This design comes from an exercise in tuning for small area and a short achievable clock period on the open sky130 flow, not from production work. Where RTL was checked, it was by simulation tests only, not by an equivalence proof against the original.

## sqrt_16s
module sqrt_16s (
    input         clk,
    input  [15:0] data_i,
    input         vld_i,
    output [15:0] data_o,
    output        vld_o
);
==> flow/config.mk <==
export PLATFORM = sky130hd
export DESIGN_NAME = sqrt_16s
export DESIGN_NICKNAME = sqrt_16s
export VERILOG_FILES = /design/flow/design.v
export SDC_FILE = /design/flow/constraint.sdc
export NUM_CORES = 4
export LEC_CHECK = 0
export ABC_AREA = 1
export CAP_MARGIN = 20
export CORE_MARGIN = 2
export CORE_UTILIZATION = 40
export SETUP_SLACK_MARGIN = 1.1
export SLEW_MARGIN = 20
==> flow/constraint.sdc <==
create_clock -name core_clock -period 3.0 [get_ports {clk}]
set_input_delay 0.6000 -clock core_clock [delete_from_list [all_inputs] [get_ports {clk}]]
set_output_delay 0.6000 -clock core_clock [all_outputs]
set_load 0.01 [all_outputs]
standard.sh (not shown) runs the stock make flow with config.mk's settings and CLKGATE_MAP_FILE= SYNTH_SCRIPT=/design/flow/synth_recipe.tcl, a recipe that flattens the netlist after the stock synthesis.
==> flow/flow/run.sh <==
#!/bin/bash
# The standard layout (standard.sh: ORFS from synthesis to the final layout) with:
#  - ADDER_MAP_FILE empty: Yosys does not extract full/half-adder cells, so ABC maps
#    all the logic itself (the registers are the same as in the standard synthesis);
#  - buf_2 cells as the input and output port buffers;
#  - a clock tree of clkbuf_8 cells without dummy loads.
# Everything ORFS prints goes to standard.log in this folder; each step's own log stays
# under orfs/logs/.
bash standard.sh \
  "ADDER_MAP_FILE=" \
  "BUFFER_PORTS_ARGS=-buffer_cell sky130_fd_sc_hd__buf_2" \
  "CTS_ARGS=-sink_clustering_enable -repair_clock_nets -dont_use_dummy_load -buf_list sky130_fd_sc_hd__clkbuf_8 -sink_clustering_size 14 -sink_clustering_max_diameter 50" \
  finish > standard.log 2>&1
Change:
==> flow/flow/run.sh (replaced) <==
#!/bin/bash
# The standard layout (the standard.sh: ORFS synthesis to final), with buf_2
# cells as the port buffers and a clock tree of clkbuf_8 without dummy loads.
bash standard.sh \
  "BUFFER_PORTS_ARGS=-buffer_cell sky130_fd_sc_hd__buf_2" \
  "CTS_ARGS=-sink_clustering_enable -repair_clock_nets -dont_use_dummy_load -buf_list sky130_fd_sc_hd__clkbuf_8 -sink_clustering_size 14 -sink_clustering_max_diameter 50" \
  finish > standard.log 2>&1
Clock skew went up by 0.0065 ns.
Synthesized area rose slightly.
Die area increases slightly.
Setup slack degrades by 0.016 ns.
Final area goes up by a few percent.
Critical path depth rises by 3.
Cell count increases slightly.
No functional check of the RTL was part of any run of this note.

---

Another version of the RTL of sqrt_16s (not shown whole).
For scale: roughly 1400 cells after synthesis, roughly 290 flip-flops, about 35 I/O pins.
Settings: LEC_CHECK=0, ABC_AREA=1, CAP_MARGIN=20, CORE_MARGIN=2, CORE_UTILIZATION=40, CTS_BUF_LIST=sky130_fd_sc_hd__clkbuf_8, CTS_CLUSTER_DIAMETER=60, CTS_CLUSTER_SIZE=25, SETUP_SLACK_MARGIN=1.1, SLEW_MARGIN=20; clock period 3.0 ns.
run.sh (not shown) runs the stock make flow with config.mk's settings and CLKGATE_MAP_FILE= SYNTH_SCRIPT=/design/flow/synth_recipe.tcl, a recipe that flattens the netlist after the stock synthesis.
Stock flow here: none of the scripts above is used.
Then changed:
--- a/flow/config.mk
+++ b/flow/config.mk
@@ -14,2 +14,2 @@
-export CTS_CLUSTER_SIZE = 25
-export SETUP_SLACK_MARGIN = 1.1
+export CTS_CLUSTER_SIZE = 20
+export SETUP_SLACK_MARGIN = 1.3
Outcome: Setup slack is better by 110 ps; wire length went up by about 16%; clock skew came out higher by 6.2 ps; core utilization climbs by 4.4 points; area after synthesis is unchanged; cell count went up by about 4%; flip-flop and latch count does not change; non-clock buffer count is higher by 67.
Then changed:
--- a/flow/config.mk
+++ b/flow/config.mk
@@ -12,4 +12 @@
-export CTS_BUF_LIST = sky130_fd_sc_hd__clkbuf_8
-export CTS_CLUSTER_DIAMETER = 60
-export CTS_CLUSTER_SIZE = 20
-export SETUP_SLACK_MARGIN = 1.3
+export SETUP_SLACK_MARGIN = 1.4
Core utilization went up by 3.4 points.
Via count goes up by 1.6%.
Critical path depth decreases by 1.
First-iteration DRC count goes up by 7.9%.
Clock skew went down by 5.9 ps.
Sequential share of layout area decreases by 2.4 points.
Final cell count rose by 0.96%.
Die area does not change.
Maximum frequency is about the same.
Register-to-register slack hardly moves.
Worst setup slack stays flat.
Then changed:
--- a/flow/config.mk
+++ b/flow/config.mk
@@ -12 +12 @@
-export SETUP_SLACK_MARGIN = 1.4
+export SETUP_SLACK_MARGIN = 1.2
Outcome: The changed run ran to the end with no violations; hold slack barely changes; wire length fell by 14%; non-clock buffer count fell by 65; synthesized area is unchanged; die area stays the same; setup slack gets worse by 59 ps.
Then changed:
==> flow/flow/run.sh (new file) <==
#!/bin/bash
# The standard layout, with buf_2 port buffers and a clock tree without dummy loads.
bash standard.sh \
  "BUFFER_PORTS_ARGS=-buffer_cell sky130_fd_sc_hd__buf_2" \
  "CTS_ARGS=-sink_clustering_enable -repair_clock_nets -dont_use_dummy_load -buf_list sky130_fd_sc_hd__clkbuf_8 -sink_clustering_size 20 -sink_clustering_max_diameter 60" \
  RECOVER_POWER=100 \
  finish > standard.log 2>&1
==> flow/standard.sh (new file) <==
#!/bin/bash
# synth_recipe.tcl (not shown) runs the flow's synth.tcl, then flattens the netlist and writes it again
# the make line also repeats each setting of config.mk as NAME=value (left out here)
make -C /OpenROAD-flow-scripts/flow DESIGN_CONFIG=/design/flow/config.mk WORK_HOME=/design/flow/orfs CLKGATE_MAP_FILE= SYNTH_SCRIPT=/design/flow/synth_recipe.tcl "${@:-finish}"
removed: flow/run.sh
Result: Hold slack is worse by 160 ps; clock skew increases by 24 ps; clock-buffer cell count decreases by 21; non-clock buffer count decreases by 1; routed wire length increases by 4.5%; via count decreases by 0.78%; final cell count decreases by about 1.6%; synthesized area is unchanged.

---

## build 29
Another version of the RTL of sqrt_16s (not shown whole).
For scale: roughly 1400 cells after synthesis, about 280 flip-flops, ~11000 sq um of cells after synthesis.
export LEC_CHECK = 0
export ABC_AREA = 1
export CAP_MARGIN = 20
export CORE_MARGIN = 2
export CORE_UTILIZATION = 40
export SETUP_SLACK_MARGIN = 1.2
export SLEW_MARGIN = 20
create_clock -name core_clock -period 3.0 [get_ports {clk}]
standard.sh (not shown) runs the stock make flow with config.mk's settings and CLKGATE_MAP_FILE= SYNTH_SCRIPT=/design/flow/synth_recipe.tcl, a recipe that flattens the netlist after the stock synthesis.
==> flow/flow/run.sh <==
#!/bin/bash
# The standard layout, with buf_2 port buffers and a clock tree without dummy loads.
bash standard.sh \
  "BUFFER_PORTS_ARGS=-buffer_cell sky130_fd_sc_hd__buf_2" \
  "CTS_ARGS=-sink_clustering_enable -repair_clock_nets -dont_use_dummy_load -buf_list sky130_fd_sc_hd__clkbuf_8 -sink_clustering_size 14 -sink_clustering_max_diameter 50" \
  finish > standard.log 2>&1
Relative to build 29, the following input files were edited for build 76:
# build 29
export LEC_CHECK = 0
export ABC_AREA = 1
export CAP_MARGIN = 20
export CORE_MARGIN = 2
export CORE_UTILIZATION = 40
export SETUP_SLACK_MARGIN = 1.2
export SLEW_MARGIN = 20
create_clock -name core_clock -period 3.0 [get_ports {clk}]
# build 76
export LEC_CHECK = 0
export ABC_AREA = 1
export CAP_MARGIN = 20
export CORE_MARGIN = 2
export CORE_UTILIZATION = 40
export PLACE_DENSITY = 0.8
export SETUP_SLACK_MARGIN = 1.2
export SLEW_MARGIN = 20
create_clock -name core_clock -period 3.0 [get_ports {clk}]
diff --git a/flow/flow/run.sh b/flow/flow/run.sh
--- a/flow/flow/run.sh
+++ b/flow/flow/run.sh
@@ -1,3 +1,4 @@
 #!/bin/bash
-# The standard layout, with buf_2 port buffers and a clock tree without dummy loads.
+# The standard layout (the standard.sh: ORFS synthesis to final), with buf_2
+# cells as the port buffers and a clock tree of clkbuf_8 without dummy loads.
 bash standard.sh \
==> run summary <==
- Non-clock buffer count on build 76 is down relative to build 29.
- Share of final-layout standard cells stronger than drive strength 1 on build 76 is up relative to build 29.
- [compare] base=build 29 new=build 76: fraction of area in multi-input gates went up by 0.23 points; sum of routed wire segments on met1 fell about 4.4%.
[inputs] build 26 vs build 76
# build 76
export LEC_CHECK = 0
export ABC_AREA = 1
export CAP_MARGIN = 20
export CORE_MARGIN = 2
export CORE_UTILIZATION = 40
export PLACE_DENSITY = 0.8
export SETUP_SLACK_MARGIN = 1.2
export SLEW_MARGIN = 20
create_clock -name core_clock -period 3.0 [get_ports {clk}]
# build 26
export LEC_CHECK = 0
export ABC_AREA = 1
export CAP_MARGIN = 20
export CORE_MARGIN = 2
export CORE_UTILIZATION = 40
export SETUP_SLACK_MARGIN = 1.1
export SLEW_MARGIN = 20
create_clock -name core_clock -period 3.0 [get_ports {clk}]
==> flow/flow/run.sh <==
#!/bin/bash
# The standard layout (the standard.sh: ORFS synthesis to final), with buf_2
# cells as the port buffers and a clock tree of clkbuf_8 without dummy loads.
bash standard.sh \
  "BUFFER_PORTS_ARGS=-buffer_cell sky130_fd_sc_hd__buf_2" \
  "CTS_ARGS=-sink_clustering_enable -repair_clock_nets -dont_use_dummy_load -buf_list sky130_fd_sc_hd__clkbuf_8 -sink_clustering_size 10 -sink_clustering_max_diameter 40" \
  finish > standard.log 2>&1
### Flow results
- Compared to build 76, build 26 shows a narrower setup margin.
- Build 26 has time the worst path needs with I/O delays and setup above what build 76 had.
- Compared build 76 against build 26; cell area after placement within noise.
- The path type of the worst setup path comes out in2reg in one run and reg2reg in the other, namely in build 26 and build 76 respectively.
- Build 76 vs build 26, critical path capture point: r_r15[12]$_DFF_P_ vs r_r4[1]$_DFF_P_
- Sum of buffers and inverters on the critical path: build 76 and build 26 compared, higher one is build 26
diff inputs: build 26 => build 65
# build 26
export LEC_CHECK = 0
export ABC_AREA = 1
export CAP_MARGIN = 20
export CORE_MARGIN = 2
export CORE_UTILIZATION = 40
export SETUP_SLACK_MARGIN = 1.1
export SLEW_MARGIN = 20
create_clock -name core_clock -period 3.0 [get_ports {clk}]
# build 65
export LEC_CHECK = 0
export ABC_AREA = 1
export CAP_MARGIN = 20
export CORE_MARGIN = 2
export CORE_UTILIZATION = 40
export SETUP_SLACK_MARGIN = 0.9
export SLEW_MARGIN = 20
create_clock -name core_clock -period 3.0 [get_ports {clk}]
==> flow/flow/run.sh <==
#!/bin/bash
# The standard layout, with buf_2 port buffers and a clock tree without dummy loads.
bash standard.sh \
  "BUFFER_PORTS_ARGS=-buffer_cell sky130_fd_sc_hd__buf_2" \
  "CTS_ARGS=-sink_clustering_enable -repair_clock_nets -dont_use_dummy_load -buf_list sky130_fd_sc_hd__clkbuf_8 -sink_clustering_size 14 -sink_clustering_max_diameter 50" \
  finish > standard.log 2>&1
### Flow results
Build 65 went all the way through synthesis, placement and routing and the layout is clean on timing, DRC and antenna.
[compare] base=build 26 new=build 65: simple logic cell fraction of the synthesized area ~0 delta; total non-filler cell area in the finished layout -3.4%; count of pins on the block boundary was more or less identical.
Endpoint arrival time on the critical path (build 65 over build 26): increase, 0.10 ns
| number of gates resized after CTS | build 65 vs build 26 | 2 lower |
Compared with build 26, build 65 shows wire length on met2 lower by 250 um.
Of the two candidates, build 26 has the worse routed wire length and build 65 the better one.

---

== the previous run ==
Starting RTL as in the previous note.
export LEC_CHECK = 0
export ABC_AREA = 1
export CAP_MARGIN = 20
export CORE_MARGIN = 2
export CORE_UTILIZATION = 40
export SETUP_SLACK_MARGIN = 1.2
export SLEW_MARGIN = 20
create_clock -name core_clock -period 3.0 [get_ports {clk}]
==> flow/flow/run.sh <==
#!/bin/bash
# The standard layout (standard.sh: ORFS from synthesis to the final layout) with:
#  - ADDER_MAP_FILE empty: Yosys does not extract full/half-adder cells, so ABC maps
#    all the logic itself (the registers are the same as in the standard synthesis);
#  - buf_2 cells as the input and output port buffers;
#  - a clock tree of clkbuf_8 cells without dummy loads.
# Everything ORFS prints goes to standard.log in this folder; each step's own log stays
# under orfs/logs/.
bash standard.sh \
  "ADDER_MAP_FILE=" "SETUP_MOVE_SEQUENCE=unbuffer,sizeup,swap" \
  "BUFFER_PORTS_ARGS=-buffer_cell sky130_fd_sc_hd__buf_2" \
  "CTS_ARGS=-sink_clustering_enable -repair_clock_nets -dont_use_dummy_load -buf_list sky130_fd_sc_hd__clkbuf_8 -sink_clustering_size 14 -sink_clustering_max_diameter 35" \
  finish > standard.log 2>&1
What the current run does differently from the previous run at the input level:
-- flow/flow/run.sh --
<<< the previous run, line 11
  "BUFFER_PORTS_ARGS=-buffer_cell sky130_fd_sc_hd__buf_2" \
  "CTS_ARGS=-sink_clustering_enable -repair_clock_nets -dont_use_dummy_load -buf_list sky130_fd_sc_hd__clkbuf_8 -sink_clustering_size 14 -sink_clustering_max_diameter 35" \
  finish > standard.log 2>&1
>>> the current run, line 11
  "BUFFER_PORTS_ARGS=-buffer_cell sky130_fd_sc_hd__buf_2" \
  "CTS_ARGS=-sink_clustering_enable -repair_clock_nets -dont_use_dummy_load -buf_list sky130_fd_sc_hd__clkbuf_8 -sink_clustering_size 14 -sink_clustering_max_diameter 50 -balance_levels" \
  finish > standard.log 2>&1
Findings:
Wire length of the first global-routing pass in the current run is 0.41% above the previous run. Summary of the current run over the previous run: hold slack fell 0.030 ns, sum of buffers and inverters on the critical path picked up an extra 2.

---

nickel:
sqrt_16s, a different RTL version from the one above (not shown whole).
For scale: about 1500 cells after synthesis, ~35 I/O pins, about 12000 µm² of cells after synthesis.
==> flow/config.mk <==
export PLATFORM = sky130hd
export DESIGN_NAME = sqrt_16s
export DESIGN_NICKNAME = sqrt_16s
export VERILOG_FILES = /design/flow/design.v
export SDC_FILE = /design/flow/constraint.sdc
export NUM_CORES = 4
export LEC_CHECK = 0
export ABC_AREA = 1
export CAP_MARGIN = 20
export CORE_MARGIN = 2
export CORE_UTILIZATION = 40
export CTS_BUF_LIST = sky130_fd_sc_hd__clkbuf_4 sky130_fd_sc_hd__clkbuf_8
export SLEW_MARGIN = 20
==> flow/constraint.sdc <==
create_clock -name core_clock -period 3.0 [get_ports {clk}]
set_input_delay 0.6000 -clock core_clock [delete_from_list [all_inputs] [get_ports {clk}]]
set_output_delay 0.6000 -clock core_clock [all_outputs]
set_load 0.01 [all_outputs]
run.sh (not shown) runs the stock make flow with config.mk's settings and CLKGATE_MAP_FILE= SYNTH_SCRIPT=/design/flow/synth_recipe.tcl, a recipe that flattens the netlist after the stock synthesis.
Stock flow here: none of the scripts above is used.
nickel ended with every stage complete and zero timing, DRC or antenna violations.
--- input diff nickel..yarrow ---
diff --git a/flow/config.mk b/flow/config.mk
--- a/flow/config.mk
+++ b/flow/config.mk
@@ -12 +11,0 @@
-export CTS_BUF_LIST = sky130_fd_sc_hd__clkbuf_4 sky130_fd_sc_hd__clkbuf_8
Results
- When yarrow is measured against nickel, its fmax turns out 0.015 GHz higher.
- Compared with nickel, yarrow shows a lower cell area.
- nickel has higher count of clock-net buffers in the final layout than yarrow.
- yarrow vs. nickel: total nets after synthesis ~0 delta; area growth from synthesis to layout went down 0.45 points.
No run of this note included a check of the RTL's function; only the layout flow was run.

---

sqrt_16s, a different RTL version from the one above (not shown whole).
Size in the first run: ~280 flip-flops, about 35 I/O pins, ~11,000 um^2 of cells after synthesis.
==> flow/config.mk <==
export PLATFORM = sky130hd
export DESIGN_NAME = sqrt_16s
export DESIGN_NICKNAME = sqrt_16s
export VERILOG_FILES = /design/flow/design.v
export SDC_FILE = /design/flow/constraint.sdc
export NUM_CORES = 4
export LEC_CHECK = 0
export ABC_AREA = 1
export CAP_MARGIN = 20
export CORE_MARGIN = 2
export CORE_UTILIZATION = 40
export SETUP_SLACK_MARGIN = 1.1
export SLEW_MARGIN = 20
==> flow/constraint.sdc <==
create_clock -name core_clock -period 3.0 [get_ports {clk}]
set_input_delay 0.6000 -clock core_clock [delete_from_list [all_inputs] [get_ports {clk}]]
set_output_delay 0.6000 -clock core_clock [all_outputs]
set_load 0.01 [all_outputs]
standard.sh (not shown) runs the stock make flow with config.mk's settings and CLKGATE_MAP_FILE= SYNTH_SCRIPT=/design/flow/synth_recipe.tcl, a recipe that flattens the netlist after the stock synthesis.
==> flow/flow/run.sh <==
#!/bin/bash
# The standard layout (standard.sh: ORFS from synthesis to the final layout) with:
#  - ADDER_MAP_FILE empty: Yosys does not extract full/half-adder cells, so ABC maps
#    all the logic itself (the registers are the same as in the standard synthesis);
#  - buf_2 cells as the input and output port buffers;
#  - a clock tree of clkbuf_8 cells without dummy loads.
# Everything ORFS prints goes to standard.log in this folder; each step's own log stays
# under orfs/logs/.
bash standard.sh \
  "ADDER_MAP_FILE=" \
  "BUFFER_PORTS_ARGS=-buffer_cell sky130_fd_sc_hd__buf_2" \
  "CTS_ARGS=-sink_clustering_enable -repair_clock_nets -dont_use_dummy_load -buf_list sky130_fd_sc_hd__clkbuf_8 -sink_clustering_size 14 -sink_clustering_max_diameter 50" \
  finish > standard.log 2>&1
Change:
==> flow/flow/run.sh (replaced) <==
#!/bin/bash
# The standard layout (the standard.sh: ORFS synthesis to final), with buf_2
# cells as the port buffers and a clock tree of clkbuf_8 without dummy loads.
bash standard.sh \
  "BUFFER_PORTS_ARGS=-buffer_cell sky130_fd_sc_hd__buf_2" \
  "CTS_ARGS=-sink_clustering_enable -repair_clock_nets -dont_use_dummy_load -buf_list sky130_fd_sc_hd__clkbuf_8 -sink_clustering_size 14 -sink_clustering_max_diameter 50" \
  finish > standard.log 2>&1
Result: Non-clock buffer count increases by 9; count of clock-buffer cells in the layout increases by 2; cell count increases by a few percent.
No functional check of the RTL was part of any run of this note.

[port drivers added, routing unchanged]
How much do the figures lean on ideal ports? The routed layouts below were timed once more, with nothing changed but the port constraints.
Step 1 sets driving cells, clkbuf_16 on the clock port and buf_2 on the other inputs (assumed; they add their load-dependent delay and slew).
Step 2 times the ports against the registers' clock, not the clock port: input delays grow and output delays shrink by t, the midpoint of the rising clock arrivals with the driver on.
Three values: ideal, step 1, step 2; two values: the first two.
| run | shift t [ns] | setup slack, ns | latest minus earliest clock arrival (ns) | worst data-port slew with drivers (ns) |
|---|---|---|---|---|
| the first run of note 1 | 0.585 | 1.253 / 1.253 / 0.837 | 0.078 / 0.078 | 0.03 |
| the second run of note 1 | 0.542 | 1.237 / 1.253 / 0.720 | 0.055 / 0.056 | 0.03 |
| the first run of note 2 | 0.603 | 1.232 / 1.216 / 0.809 | 0.025 / 0.025 | 0.03 |
| the second run of note 2 | 0.603 | 1.343 / 1.343 / 0.812 | 0.031 / 0.030 | 0.03 |
| the third run of note 2 | 0.591 | 1.345 / 1.345 / 0.936 | 0.024 / 0.023 | 0.03 |
| the fourth run of note 2 | 0.584 | 1.286 / 1.239 / 0.783 | 0.024 / 0.024 | 0.03 |
| the fifth run of note 2 | 0.577 | 0.790 / 0.790 / 0.790 | 0.050 / 0.051 | 0.04 |
| build 29 | 0.575 | 1.249 / 1.250 / 0.701 | 0.053 / 0.053 | 0.03 |
| build 76 | 0.580 | 1.265 / 1.265 / 0.744 | 0.049 / 0.049 | 0.03 |
| build 26 | 0.556 | 1.197 / 1.220 / 0.664 | 0.058 / 0.058 | 0.03 |
| build 65 | 0.587 | 1.121 / 1.121 / 0.633 | 0.039 / 0.039 | 0.03 |
| the previous run | 0.559 | 1.305 / 1.305 / 0.968 | 0.057 / 0.057 | 0.03 |
| the current run | 0.571 | 1.306 / 1.306 / 0.990 | 0.046 / 0.047 | 0.03 |
| nickel | 0.617 | 0.983 / 0.937 / 1.119 | 0.031 / 0.031 | 0.03 |
| yarrow | 0.561 | 1.043 / 0.993 / 1.120 | 0.029 / 0.030 | 0.03 |
| the first run of note 6 | 0.591 | 1.251 / 1.251 / 0.906 | 0.042 / 0.042 | 0.03 |
| the second run of note 6 | 0.598 | 1.152 / 1.171 / 0.578 | 0.086 / 0.086 | 0.04 |
After both steps setup and hold are still met in every run listed. For the second run of note 6, which loses most, drivers alone change the setup slack by +0.019 ns; drivers and shift together by -0.574 ns.
